This design comes from an exercise in tuning for small area on the open sky130 flow, not from production work.
Only simulation tests tie the RTL to the original design; equivalence was not proved.

--- flow/design.v ---
module setHexValue (output reg [6:0] display, input [3:0] value);
always @(*)begin 
	case(value)
		0: display  <= 7'b0000001;
		1: display  <= 7'b1001111;
		2: display  <= 7'b0010010;
		3: display  <= 7'b0000110;
		4: display  <= 7'b1001100;
		5: display  <= 7'b0100100;
		6: display  <= 7'b0100000;
		7: display  <= 7'b0001111;
		8: display  <= 7'b0000000;
		9: display  <= 7'b0001100;
		10: display  <= 7'b0001000;
		11: display  <= 7'b1100000;
		12: display  <= 7'b0110001;
		14: display  <= 7'b0110000;
		15: display  <= 7'b0111000;
		default: display <= 7'b1111111;  
		endcase
end
endmodule
module displayHex(output [6:0] Out0, Out1, Out2, Out3, 
					output reg [6:0]Out4, Out5, 
					 Out6, Out7, Out8, Out9, Out10, Out11, Out12, Out13,
					 input [13:0] inputBinary);
reg [3:0] temp0, temp1, temp2, temp3;
wire [6:0] tempOut0, tempOut1, tempOut2, tempOut3;
always @(*)begin
	temp0 <= (inputBinary[0]*1) + (inputBinary[1]*2) +
			(inputBinary[2]*4)+ (inputBinary[3]*8);		
	temp1 <= (inputBinary[4]*1) + (inputBinary[5]*2) +
			(inputBinary[6]*4)+ (inputBinary[7]*8);			
	temp2 <= (inputBinary[8]*1) + (inputBinary[9]*2) +
			(inputBinary[10]*4)+ (inputBinary[11]*8);		
	temp3 <= (inputBinary[12]*1) + (inputBinary[13]*2);	
	Out4 <= 7'b1111111;
	Out5 <= 7'b1111111;
	Out6 <= 7'b1111111;
	Out7 <= 7'b1111111;
	Out8 <= 7'b1111111;
	Out9 <= 7'b1111111;
	Out10 <= 7'b1111111;
	Out11 <= 7'b1111111;
	Out12 <= 7'b1111111;
	Out13 <= 7'b1111111;	
end
setHexValue u1(tempOut0, temp0);
setHexValue u2(tempOut1, temp1);
setHexValue u3(tempOut2, temp2);
setHexValue u4(tempOut3, temp3);
assign Out0 = tempOut0;
assign Out1 = tempOut1;
assign Out2 = tempOut2;
assign Out3 = tempOut3;
endmodule
module displayBinary(output reg [6:0] Out0, Out1, Out2, Out3, Out4, Out5, 
					 Out6, Out7, Out8, Out9, Out10, Out11, Out12, Out13,
					input [13:0] inputBinary);
always @(*)begin
	Out0 <= (inputBinary[0] == 1'b0)?(7'b0000001):(7'b1001111);
	Out1 <= (inputBinary[1] == 1'b0)?(7'b0000001):(7'b1001111);
	Out2 <= (inputBinary[2] == 1'b0)?(7'b0000001):(7'b1001111);
	Out3 <= (inputBinary[3] == 1'b0)?(7'b0000001):(7'b1001111);
	Out4 <= (inputBinary[4] == 1'b0)?(7'b0000001):(7'b1001111);
	Out5 <= (inputBinary[5] == 1'b0)?(7'b0000001):(7'b1001111);
	Out6 <= (inputBinary[6] == 1'b0)?(7'b0000001):(7'b1001111);
	Out7 <= (inputBinary[7] == 1'b0)?(7'b0000001):(7'b1001111);
	Out8 <= (inputBinary[8] == 1'b0)?(7'b0000001):(7'b1001111);
	Out9 <= (inputBinary[9] == 1'b0)?(7'b0000001):(7'b1001111);
	Out10 <= (inputBinary[10] == 1'b0)?(7'b0000001):(7'b1001111);
	Out11 <= (inputBinary[11] == 1'b0)?(7'b0000001):(7'b1001111);
	Out12 <= (inputBinary[12] == 1'b0)?(7'b0000001):(7'b1001111);
	Out13 <= (inputBinary[13] == 1'b0)?(7'b0000001):(7'b1001111);
end 
endmodule
module mux21( 
output reg [6:0] disp0, disp1, disp2, disp3, disp4, disp5, disp6, disp7,  
				disp8, disp9, disp10, disp11, disp12, disp13,
input [13:0] inputBinary, 
input DispSelect);
wire [6:0]Out0, Out1, Out2, Out3, Out4, Out5, Out6, 
	Out7, Out8, Out9, Out10, Out11, Out12, Out13, 
	Out14, Out15, Out16, Out17, Out18, Out19, Out20, 
	Out21, Out22, Out23, Out24, Out25, Out26, Out27;
displayHex hex(Out0, Out1, Out2, Out3, Out4, Out5, Out6, Out7, Out8, 
			Out9, Out10, Out11, Out12, Out13,inputBinary);
displayBinary binary(Out14, Out15, Out16, Out17, Out18, Out19, Out20, 
			Out21, Out22, Out23, Out24, Out25, Out26, Out27, inputBinary);	
always@ (*)begin
	if (DispSelect == 1'b1)begin 
		disp0 <= Out0;
		disp1 <= Out1;
		disp2 <= Out2;
		disp3 <= Out3;
		disp4 <= Out4;
		disp5 <= Out5;
		disp6 <= Out6;
		disp7 <= Out7;
		disp8 <= Out8;
		disp9 <= Out9;
		disp10 <= Out10;
		disp11 <= Out11;
		disp12 <= Out12;
		disp13 <= Out13;
		end
	else begin 
		disp0 <= Out14;
		disp1 <= Out15;
		disp2 <= Out16;
		disp3 <= Out17;
		disp4 <= Out18;
		disp5 <= Out19;
		disp6 <= Out20;
		disp7 <= Out21;
		disp8 <= Out22;
		disp9 <= Out23;
		disp10 <= Out24;
		disp11 <= Out25;
		disp12 <= Out26;
		disp13 <= Out27;
		end
end
endmodule
module MUX81 (
    output reg [13:0] dout,
    input [2:0] sel,
    input [13:0] d1, d2, d3, d4, d5, d6, d7, d8,
    input clk);
    always @ (posedge clk) begin
        casez(sel)
            3'b000: dout <= d1;
            3'b001: dout <= d2;
            3'b010: dout <= d3;
            3'b011: dout <= d4;
            3'b100: dout <= d5;
            3'b101: dout <= d6;
            3'b110: dout <= d7;
            3'b111: dout <= d8;
            default: dout <= 14'bz;
        endcase
    end
endmodule
module register(
    output reg [13:0] q,
    input [13:0] R, ALUout,
    input clk, ldR, ldALU, rst);
    always @ (posedge clk) begin
        if (rst == 1'b1) q <= 14'b0;
        else if (ldR == 1'b1) q <= R;
        else if (ldALU == 1'b1) q <= ALUout;
    end
endmodule
module registerArray(
    output [13:0] rout1, rout2, ramOut,
    input [13:0] rin, ALUin,
    input [7:0] ldR, ldALU,
    input [2:0] selrd1, selrd2, selram,
    input clk, rst);
    wire [13:0] rd0, rd1, rd2, rd3, rd4, rd5, rd6, rd7;
    register R0 (rd0, rin, ALUin, clk, ldR[0], ldALU[0], rst);  
    register R1 (rd1, rin, ALUin, clk, ldR[1], ldALU[1], rst);  
    register R2 (rd2, rin, ALUin, clk, ldR[2], ldALU[2], rst);  
    register R3 (rd3, rin, ALUin, clk, ldR[3], ldALU[3], rst);  
    register R4 (rd4, rin, ALUin, clk, ldR[4], ldALU[4], rst);  
    register R5 (rd5, rin, ALUin, clk, ldR[5], ldALU[5], rst);  
    register R6 (rd6, rin, ALUin, clk, ldR[6], ldALU[6], rst);  
    register R7 (rd7, rin, ALUin, clk, ldR[7], ldALU[7], rst);  
    MUX81 M1 (rout1, selrd1, rd0, rd1, rd2, rd3, rd4, rd5, rd6, rd7, clk);
    MUX81 M2 (rout2, selrd2, rd0, rd1, rd2, rd3, rd4, rd5, rd6, rd7, clk);
    MUX81 M3 (ramOut, selram, rd0, rd1, rd2, rd3, rd4, rd5, rd6, rd7, clk);
endmodule
module ALU (ALU_OUTPUT, ALU_FLAGS, A, B, ALU_OpCode, en, rstFlags, clk);
	output reg [13:0] ALU_OUTPUT;
	output reg [2:0] ALU_FLAGS;
	input [13:0] A, B;
	input [4:0] ALU_OpCode;
	input en, rstFlags, clk;
	reg [27:0] tempMult;
	reg [14:0] tempOver;
	always @(posedge clk or posedge rstFlags) begin
		if (rstFlags == 1'b1) begin  
			ALU_OUTPUT <= 14'd0;
			ALU_FLAGS <= 2'd0;
			tempMult <= 15'd0;
			tempOver <= 15'd0;
		end
		else if (en) case (ALU_OpCode)
			5'b00000: ALU_OUTPUT <= 14'b0;  
			5'b00001: ALU_OUTPUT <= 14'b0;  
			5'b00010: ALU_OUTPUT <= 14'b0;  
			5'b00011: begin  
					tempOver = A + B;
					if (tempOver[14] == 1'b1) ALU_FLAGS <= 3'd3;  
					ALU_OUTPUT <= tempOver[13:0];
			end
			5'b00100: begin  
					if (A < B) begin
						ALU_FLAGS <= 3'd4;  
						ALU_OUTPUT <= 14'b0;
					end
					else ALU_OUTPUT <= A - B; 
			end
			5'b00101: begin  
					tempMult = A * B;
					if (tempMult > 14'd255) ALU_FLAGS <= 3'd3;  
					ALU_OUTPUT <= tempMult[13:0];
			end
			5'b00110: begin  
					if (B == 1'd0) begin
						ALU_FLAGS <= 3'd5;  
						ALU_OUTPUT <= A;
					end
					else ALU_OUTPUT <= A / B; 
			end
			5'b00111: ALU_FLAGS <= (A < B) ? 3'd1:3'd2;  
			5'b01000: ALU_FLAGS <= (A > B) ? 3'd1:3'd2;  
			5'b01001: ALU_FLAGS <= (A <= B) ? 3'd1:3'd2;  
			5'b01010: ALU_FLAGS <= (A >= B) ? 3'd1:3'd2;  
			5'b01011: ALU_FLAGS <= (A == B) ? 3'd1:3'd2;  
			5'b01100: ALU_FLAGS <= (A != B) ? 3'd1:3'd2;  
			5'b01101: ALU_OUTPUT <= A & B;  
			5'b01110: ALU_OUTPUT <= A | B;  
			5'b01111: ALU_OUTPUT <= ~A;  
			5'b10000: ALU_OUTPUT <= A ^ B;  
			5'b10001: begin  
					tempOver = (~A) + 1; 
					if (tempOver[14] == 1'b1) ALU_FLAGS <= 3'd3;  
					ALU_OUTPUT <= tempOver[13:0];
			end
			5'b10010: ALU_OUTPUT <= A << B;  
			5'b10011: ALU_OUTPUT <= A >> B;  
			5'b10100: ALU_OUTPUT <= A << 1;  
			5'b10101: ALU_OUTPUT <= A >> 1;  
			5'b10110: ALU_OUTPUT <= A <<< 1;  
			5'b10111: ALU_OUTPUT <= A >>> 1;  
			5'b11000: ALU_OUTPUT <= {A[12:0], A[13]};  
			5'b11001: ALU_OUTPUT <= {A[0], A[13:1]};  
			5'b11010: ALU_OUTPUT <= 14'b0;  
			5'b11011: ALU_OUTPUT <= 14'b0;  
			5'b11100: begin 
					if((A % 2'd2)== 0) ALU_FLAGS <= 3'd6;
					else ALU_FLAGS <= 3'd7;
			end	
			5'b11101: ALU_OUTPUT <= A;  
			5'b11110: ALU_OUTPUT <= 14'b0;  
			5'b11111: ALU_OUTPUT <= 14'b0;  
			default: ALU_FLAGS <= 3'd0;
		endcase
	end
endmodule
module controlUnit (
    output reg readRAM, writeRAM, ldA, ldB,
    output reg [5:0] address,
    output reg [4:0] opcode,
    output reg [7:0] ldALU, ldR,
    output reg [2:0] result, rega, regb, selram,
    output reg displaySelect,
    output aluEn, halted,
    input [13:0] RAMdata,
    input clk, rst);
    reg [3:0] state;
    reg [5:0] pc;
    reg [13:0] currentInstruction;
    assign aluEn = (state == 4'b0011) || (state == 4'b0110);
    assign halted = (state == 4'b1111);
    always @ (posedge clk, posedge rst) begin
        if (rst == 1'b1) begin
            state <= 4'b0000;
            readRAM <= 1'b0;
            writeRAM <= 1'b0;
            ldA <= 1'b0;
            ldB <= 1'b0;
            displaySelect <= 1'b0;
            selram <= 3'b000;
            opcode <= 5'b00000;
            address <= 6'b000000;
            result <= 3'b000;
            rega <= 3'b000;
            regb <= 3'b000;
            ldALU <= 8'b00000000;
            ldR <= 8'b00000000;
            pc <= 6'b000000;
            currentInstruction <= 14'b0;
        end
        else begin
            case(state)
                4'b0000: begin  
                    readRAM <= 1'b1;
                    state <= 4'b0001;
                    address <= pc;
                end
                4'b0001: begin  
                    readRAM <= 1'b0;
                    opcode <= RAMdata[13:9];
                    result <= RAMdata[8:6];
                    rega <= RAMdata[5:3];
                    regb <= RAMdata[2:0];
                    currentInstruction <= RAMdata[13:0];
                    state <= 4'b0010;
                end
                4'b0010: begin  
                    case (opcode)
                        5'b00000:     state <= 4'b0110;
                        5'b00001:       state <= 4'b0110;
                        5'b00010:      state <= 4'b0110;
                        5'b00011:       state <= 4'b0011;
                        5'b00100:       state <= 4'b0011;
                        5'b00101:       state <= 4'b0011;
                        5'b00110:       state <= 4'b0011;
                        5'b00111:     state <= 4'b0110;
                        5'b01000:     state <= 4'b0110;
                        5'b01001:     state <= 4'b0110;
                        5'b01010:     state <= 4'b0110;
                        5'b01011:     state <= 4'b0110;
                        5'b01100:     state <= 4'b0110;
                        5'b01101:      state <= 4'b0011;
                        5'b01110:       state <= 4'b0011;
                        5'b01111:      state <= 4'b0011;
                        5'b10000:      state <= 4'b0011;
                        5'b10001:   state <= 4'b0011;
                        5'b10010:      state <= 4'b0011;
                        5'b10011:      state <= 4'b0011;
                        5'b10100:       state <= 4'b0011;
                        5'b10101:       state <= 4'b0011;
                        5'b10110:       state <= 4'b0011;
                        5'b10111:       state <= 4'b0011;
                        5'b11000:       state <= 4'b0011;
                        5'b11001:       state <= 4'b0011;
                        5'b11010:     state <= 4'b1100;
                        5'b11011:     state <= 4'b1101;
                        5'b11100:       state <= 4'b0110;
                        5'b11101:       state <= 4'b0011;
                        5'b11110:       state <= 4'b0100;
                        5'b11111:       state <= 4'b0101;
                        default:    state <= 4'b0000;
                    endcase
                end
                4'b0011: begin  
                    case(result)
                        3'b000: ldALU <= 8'b00000001;
                        3'b001: ldALU <= 8'b00000010;
                        3'b010: ldALU <= 8'b00000100;
                        3'b011: ldALU <= 8'b00001000;
                        3'b100: ldALU <= 8'b00010000;
                        3'b101: ldALU <= 8'b00100000;
                        3'b110: ldALU <= 8'b01000000;
                        3'b111: ldALU <= 8'b10000000;
                        default: ldALU <= 8'b00000000;
                    endcase
                    state <= 4'b0111;
                end
                4'b0100: begin  
                    readRAM <= 1'b1;
                    address <= RAMdata[5:0];
                    case(result)
                        3'b000: ldR <= 8'b00000001;
                        3'b001: ldR <= 8'b00000010;
                        3'b010: ldR <= 8'b00000100;
                        3'b011: ldR <= 8'b00001000;
                        3'b100: ldR <= 8'b00010000;
                        3'b101: ldR <= 8'b00100000;
                        3'b110: ldR <= 8'b01000000;
                        3'b111: ldR <= 8'b10000000;
                        default: ldR <= 8'b00000000;
                    endcase
                    state <= 4'b0111;
                end
                4'b0101: begin  
                    address <= RAMdata[5:0];
                    selram <= result;
                    state <= 4'b0111;
                end
                4'b0110: begin  
                    if (opcode == 5'b00001) state <= 4'b1111;
                    else state <= 4'b0111;
                end
                4'b0111: begin  
                    if (opcode == 5'b11111) writeRAM <= 1'b1;
                    if (opcode == 5'b11010) displaySelect <= 1'b0;
                    if (opcode == 5'b11011) displaySelect <= 1'b1;
                    state <= 4'b1000;
                end 
                4'b1000: begin  
                    state <= 4'b1011;
                end
                4'b1001: begin
                end
                4'b1010: begin
                end
                4'b1011: begin  
                    ldALU <= 8'b00000000;
                    readRAM <= 1'b0;
                    ldR <= 8'b00000000;
                    writeRAM <= 1'b0;
                    ldA <= 1'b0;
                    pc <= pc + 1;
                    state <= 4'b0000;
                end
                4'b1100: begin  
                    ldA <= 1'b1;
                    state <= 4'b0111;
                end
                4'b1101: begin  
                    ldA <= 1'b1;
                    state <= 4'b0111;
                end
                4'b1111: begin  
                    state <= 4'b1111;
                end
                default: state <= 4'b0000;
            endcase
        end
    end
endmodule
module CPU (
    output [6:0] disp0, disp1, disp2, disp3, disp4, disp5, disp6, disp7, disp8, disp9, disp10, disp11, disp12, disp13,
    output [2:0] flags,
    output halted,
    output [5:0] mem_addr,
    output mem_wr,
    output [13:0] mem_wdata,
    input [13:0] mem_rdata,
    input clk, rst);
    wire [13:0] data_o, A, B, ALUout, ramOut, inputBinary;
    wire [7:0] ldR, ldALU;
    wire [5:0] address;
    wire [4:0] opcode;
    wire [2:0] result, rega, regb, selram;
    wire readRAM, writeRAM, displaySelect, ldA, ldB, aluEn;
    assign data_o = mem_rdata;
    assign mem_addr = address;
    assign mem_wr = writeRAM;
    assign mem_wdata = ramOut;
    registerArray RA1 (A, B, ramOut, data_o, ALUout, ldR, ldALU, rega, regb, selram, clk, rst);
    ALU A1 (ALUout, flags, A, B, opcode, aluEn, rst, clk);
    controlUnit CU1 (readRAM, writeRAM, ldA, ldB, address, opcode, ldALU, ldR, result, rega, regb, selram, displaySelect, aluEn, halted, data_o, clk, rst);
    register disreg (inputBinary, A, B, clk, ldA, ldB, rst);
    mux21 display (disp0, disp1, disp2, disp3, disp4, disp5, disp6, disp7, disp8, disp9, disp10, disp11, disp12, disp13, inputBinary, displaySelect); 
endmodule
--- flow/run.sh ---
#!/bin/bash
# synth_recipe.tcl (not shown) runs the flow's synth.tcl, then flattens the netlist and writes it again
# the make line also repeats each setting of config.mk as NAME=value (left out here)
make -C /OpenROAD-flow-scripts/flow DESIGN_CONFIG=/design/flow/config.mk WORK_HOME=/design/flow/orfs CLKGATE_MAP_FILE= SYNTH_SCRIPT=/design/flow/synth_recipe.tcl finish
--- flow/config.mk ---
export PLATFORM = sky130hd
export DESIGN_NAME = CPU
export DESIGN_NICKNAME = CPU
export VERILOG_FILES = /design/flow/design.v
export SDC_FILE = /design/flow/constraint.sdc
export NUM_CORES = 4
export LEC_CHECK = 0
export CAP_MARGIN = 20
export CORE_MARGIN = 2
export CORE_UTILIZATION = 40
export PLACE_DENSITY = 0.6
export SLEW_MARGIN = 20
--- flow/constraint.sdc ---
create_clock -name core_clock -period 30.0 [get_ports {clk}]
set_input_delay 6.0000 -clock core_clock [delete_from_list [all_inputs] [get_ports {clk}]]
set_output_delay 6.0000 -clock core_clock [all_outputs]
set_load 0.01 [all_outputs]
==> out/results.txt <==
Clock Path Buffers = 3
Final min period = 26.20 ns
DRC Markers = 0
Via density = 6.00
Async SR Flop Fraction = 29.1%
Hold Vio Cnt, Final = 0
Outcome = timing/DRC/antenna clean
Clk_skew = 0.0151 ns
Die height = 275 um
Initial DRC Count = 2619
Period utilisation layout = 87.3%
Die outline width = 275 um
Unrepaired setup endpoints after global routing = false
Crit path DAT = 26.61 ns
CP max-delay cell = a41o_1
Filler cells = 7446
Vias = 27800
Core area = 72800 um2
Worst setup SP type = flop
I/O Buffers = 127
Register area share after synthesis = 17.3%
Critical path class = flop to flop
Final Net Count = 4077
Die area = 75700 um2
Routability cong. = 1.01
Initial antenna violation count = 4
Fin Setup TNS = 0 ns
Multi-input gate area = 21900 um2
Main synth FF type = dfxtp_1
Mapped Cells = 3753
Std cell rows = 99
Yosys Warn Count = 9
Clock Tree Root = clkbuf_16
CP delay by family, top = compound AO/OA/AOI/OAI gates
Yosys cell types = 99
Routed WL per cell = 23.2 um
Clk latency of the worst-skew pair = 0.56 ns
Maximum clock rate = 0.0382 GHz
Pins Over Slew Limit = 0
Worst Hold Class = flop to flop
Antenna Nets Post-Route = 0
Number of I/O pins = 139
First-pass GRT wire length = 163000 um
Share of layout cells above drive strength 1 = 8.43%
Slowest Stage Delay on Critical Path = 0.71 ns
H-tree depth = 1
Synthesized cell area = 29400 um2
Hold Buf Count CTS = 0
P&R area growth vs syn = 8.37%
Mean Syn Cell Area = 7.84 um2
Max transition margin = 20.6%
Post-CTS Setup Bufs = 0
Crit. End Element = flop
Antenna diodes = 0
Largest net degree at the start of global routing = 72
CTS resizes = 0
Post-DP Area = 31000 um2
Final hold slack = 0.466 ns
Peak fanout along the critical path = 41
Clock transition at the registers of the reported paths = 0.07 ns
Dpl hpwl = 76700 um
CTS tree = built
Number of global-route vias before repair = 26300
Number of synthesized flops with an enable pin = 0
# Max-Cap Violations = 0
Post-Layout Inst Area = 31900 um2
Total clock buffers created by CTS = 25
Gr usage total = 27.8%
Final WL = 108000 um
First-pass iteration count of the detailed router = 6
Crit path buffers/inverters = 7
Flops & latches, synth = 237
Register cell area after layout = 5090 um2
Slew of the pin with the lowest slew margin = 1.16 ns
Clock sinks = 237
Critical path's most frequent cell = ha_1
Grt ovf = 0
Setup-failing EPs final = 0
Starting density of the core = 40.4%
CP required = 30.41 ns
## stage by stage
stage	util [%]	setup WS, ns	cells
global placement	42.6	4.66	4590
finish	43.8	3.80	4636
CTS	43.8	3.99	4636
detailed placement	42.6	4.08	4590
global route	43.8	1.61	4636
floorplan	-	6.11	3762
## cells by family (layout without fill, tap and decap cells)
kind of cell               after synthesis  after routing  synth area share [%]
adders and majority gates              403            403                  20.8
muxes                                  287            287                  12.4
DFF                                    237            237                  17.3
AOI/OAI and AO/OA                      904            904                  20.0
other                                    2             11                0.0255
xor gates and xnor gates                76             76                  2.26
buffers and inverters                  594            509                  8.38
and+or+nand+nor                       1250           1250                  18.8
## final timing paths
kind	startpoint	endpoint	slack (ns)	cells past startpoint
setup / recovery	RA1.M2.dout[0]$_DFF_P_	A1.ALU_OUTPUT[0]$_DFFE_PP0P_	3.80	106
hold reg to reg	CU1.pc[5]$_DFFE_PP0P_	CU1.pc[5]$_DFFE_PP0P_	0.47	1
max in group asynchronous	rst	CU1.selram[1]$_DFFE_PP0P_	23.28	3
hold / removal	CU1.pc[5]$_DFFE_PP0P_	CU1.pc[5]$_DFFE_PP0P_	0.47	1
min in group asynchronous	rst	A1.ALU_FLAGS[0]$_DFFE_PP0P_	6.05	3
setup reg to reg	RA1.M2.dout[0]$_DFF_P_	A1.ALU_OUTPUT[0]$_DFFE_PP0P_	3.80	106
## cells in the final DEF, fill, tap and decap left out, types with 18 or more instances in the layout
| master | count |
|---|---|
| a211oi_1 | 23 |
| a21o_1 | 32 |
| a21oi_1 | 270 |
| a221oi_1 | 21 |
| a22o_1 | 23 |
| a22oi_1 | 21 |
| a31oi_1 | 33 |
| and2_1 | 21 |
| and3_1 | 26 |
| buf_4 | 77 |
| clkbuf_16 | 26 |
| clkdlybuf4s50_1 | 126 |
| dfrtp_1 | 67 |
| dfxtp_1 | 166 |
| fa_1 | 143 |
| ha_1 | 260 |
| inv_1 | 245 |
| mux2_2 | 66 |
| mux2i_1 | 166 |
| mux4_2 | 54 |
| nand2_1 | 328 |
| nand2b_1 | 25 |
| nand3_1 | 49 |
| nand4_1 | 18 |
| nor2_1 | 550 |
| nor2b_1 | 35 |
| nor3_1 | 91 |
| o21a_1 | 55 |
| o21ai_0 | 190 |
| o22ai_1 | 20 |
| o31ai_1 | 26 |
| or2_2 | 32 |
| or3_1 | 21 |
| xnor2_1 | 47 |
| xor2_1 | 29 |
## cells in the mapped netlist (54+ instances only)
cell / instances / area (um2)
a21oi_1: 270 / 1350
buf_4: 62 / 465
clkbuf_1: 233 / 875
dfrtp_1: 69 / 1730
dfxtp_1: 168 / 3360
fa_1: 143 / 2860
ha_1: 260 / 3250
inv_1: 246 / 923
mux2_2: 66 / 743
mux2i_1: 166 / 1660
mux4_2: 54 / 1220
nand2_1: 328 / 1230
nor2_1: 550 / 2060
nor3_1: 91 / 455
o21a_1: 55 / 413
o21ai_0: 191 / 956
## routing by layer
layer | track usage (%) | routed length (um)
met1 | 37.2 | 45100
met2 | 44.7 | 48400
met4 | 12.0 | 5460
met3 | 3.81 | 8560
met5 | 0 | 17
## final cells by class
type	count	share of cell area [%]
multi-input cells	2931	68.7
inverters	260	3.06
flip-flops and latches	237	16.0
clock inverters	18	0.597
repair buffers	203	5.77
clock buffers	28	2.13
well taps	959	3.76
## state kept, by name, indices dropped and copies added, names as in the netlist, 4 cells and up
register / flops
RA1.R3.q: 14
RA1.R1.q: 14
RA1.R7.q: 14
RA1.M3.dout: 14
RA1.M1.dout: 14
CU1.ldR: 8
CU1.state: 4
CU1.ldALU: 8
RA1.R5.q: 14
CU1.pc: 6
RA1.M2.dout: 14
RA1.R4.q: 14
CU1.opcode: 5
A1.ALU_OUTPUT: 14
disreg.q: 14
RA1.R0.q: 14
CU1.address: 6
RA1.R6.q: 14
RA1.R2.q: 14

afterwards: timing with drivers on the ports:
Ports are ideal in the flow. The routed layout listed here was re-timed in OpenROAD. Step 1, drivers: a clkbuf_16 drives clk and a buf_2 each remaining input, both assumed. Step 2 moves the port delays by t, midway between the first and last clock arrival at a register: inputs arrive t later, outputs are due t later. That takes back most of the time a late clock gives input paths. a / b / c = ideal / step 1 / step 2; a / b = the first two.
shift t [ns]: 0.599
slack for setup (ns): 3.797 / 3.797 / 3.797
hold WS [ns]: 0.466 / 0.466 / 0.466
slew at the worst register clock pin (ns): 0.07 / 0.07
cell pins on the clock port's net: 1
After both steps this run still meets setup and hold. The setup slack of this run moves by 0.000 ns with the drivers and by 0.000 ns with both steps.
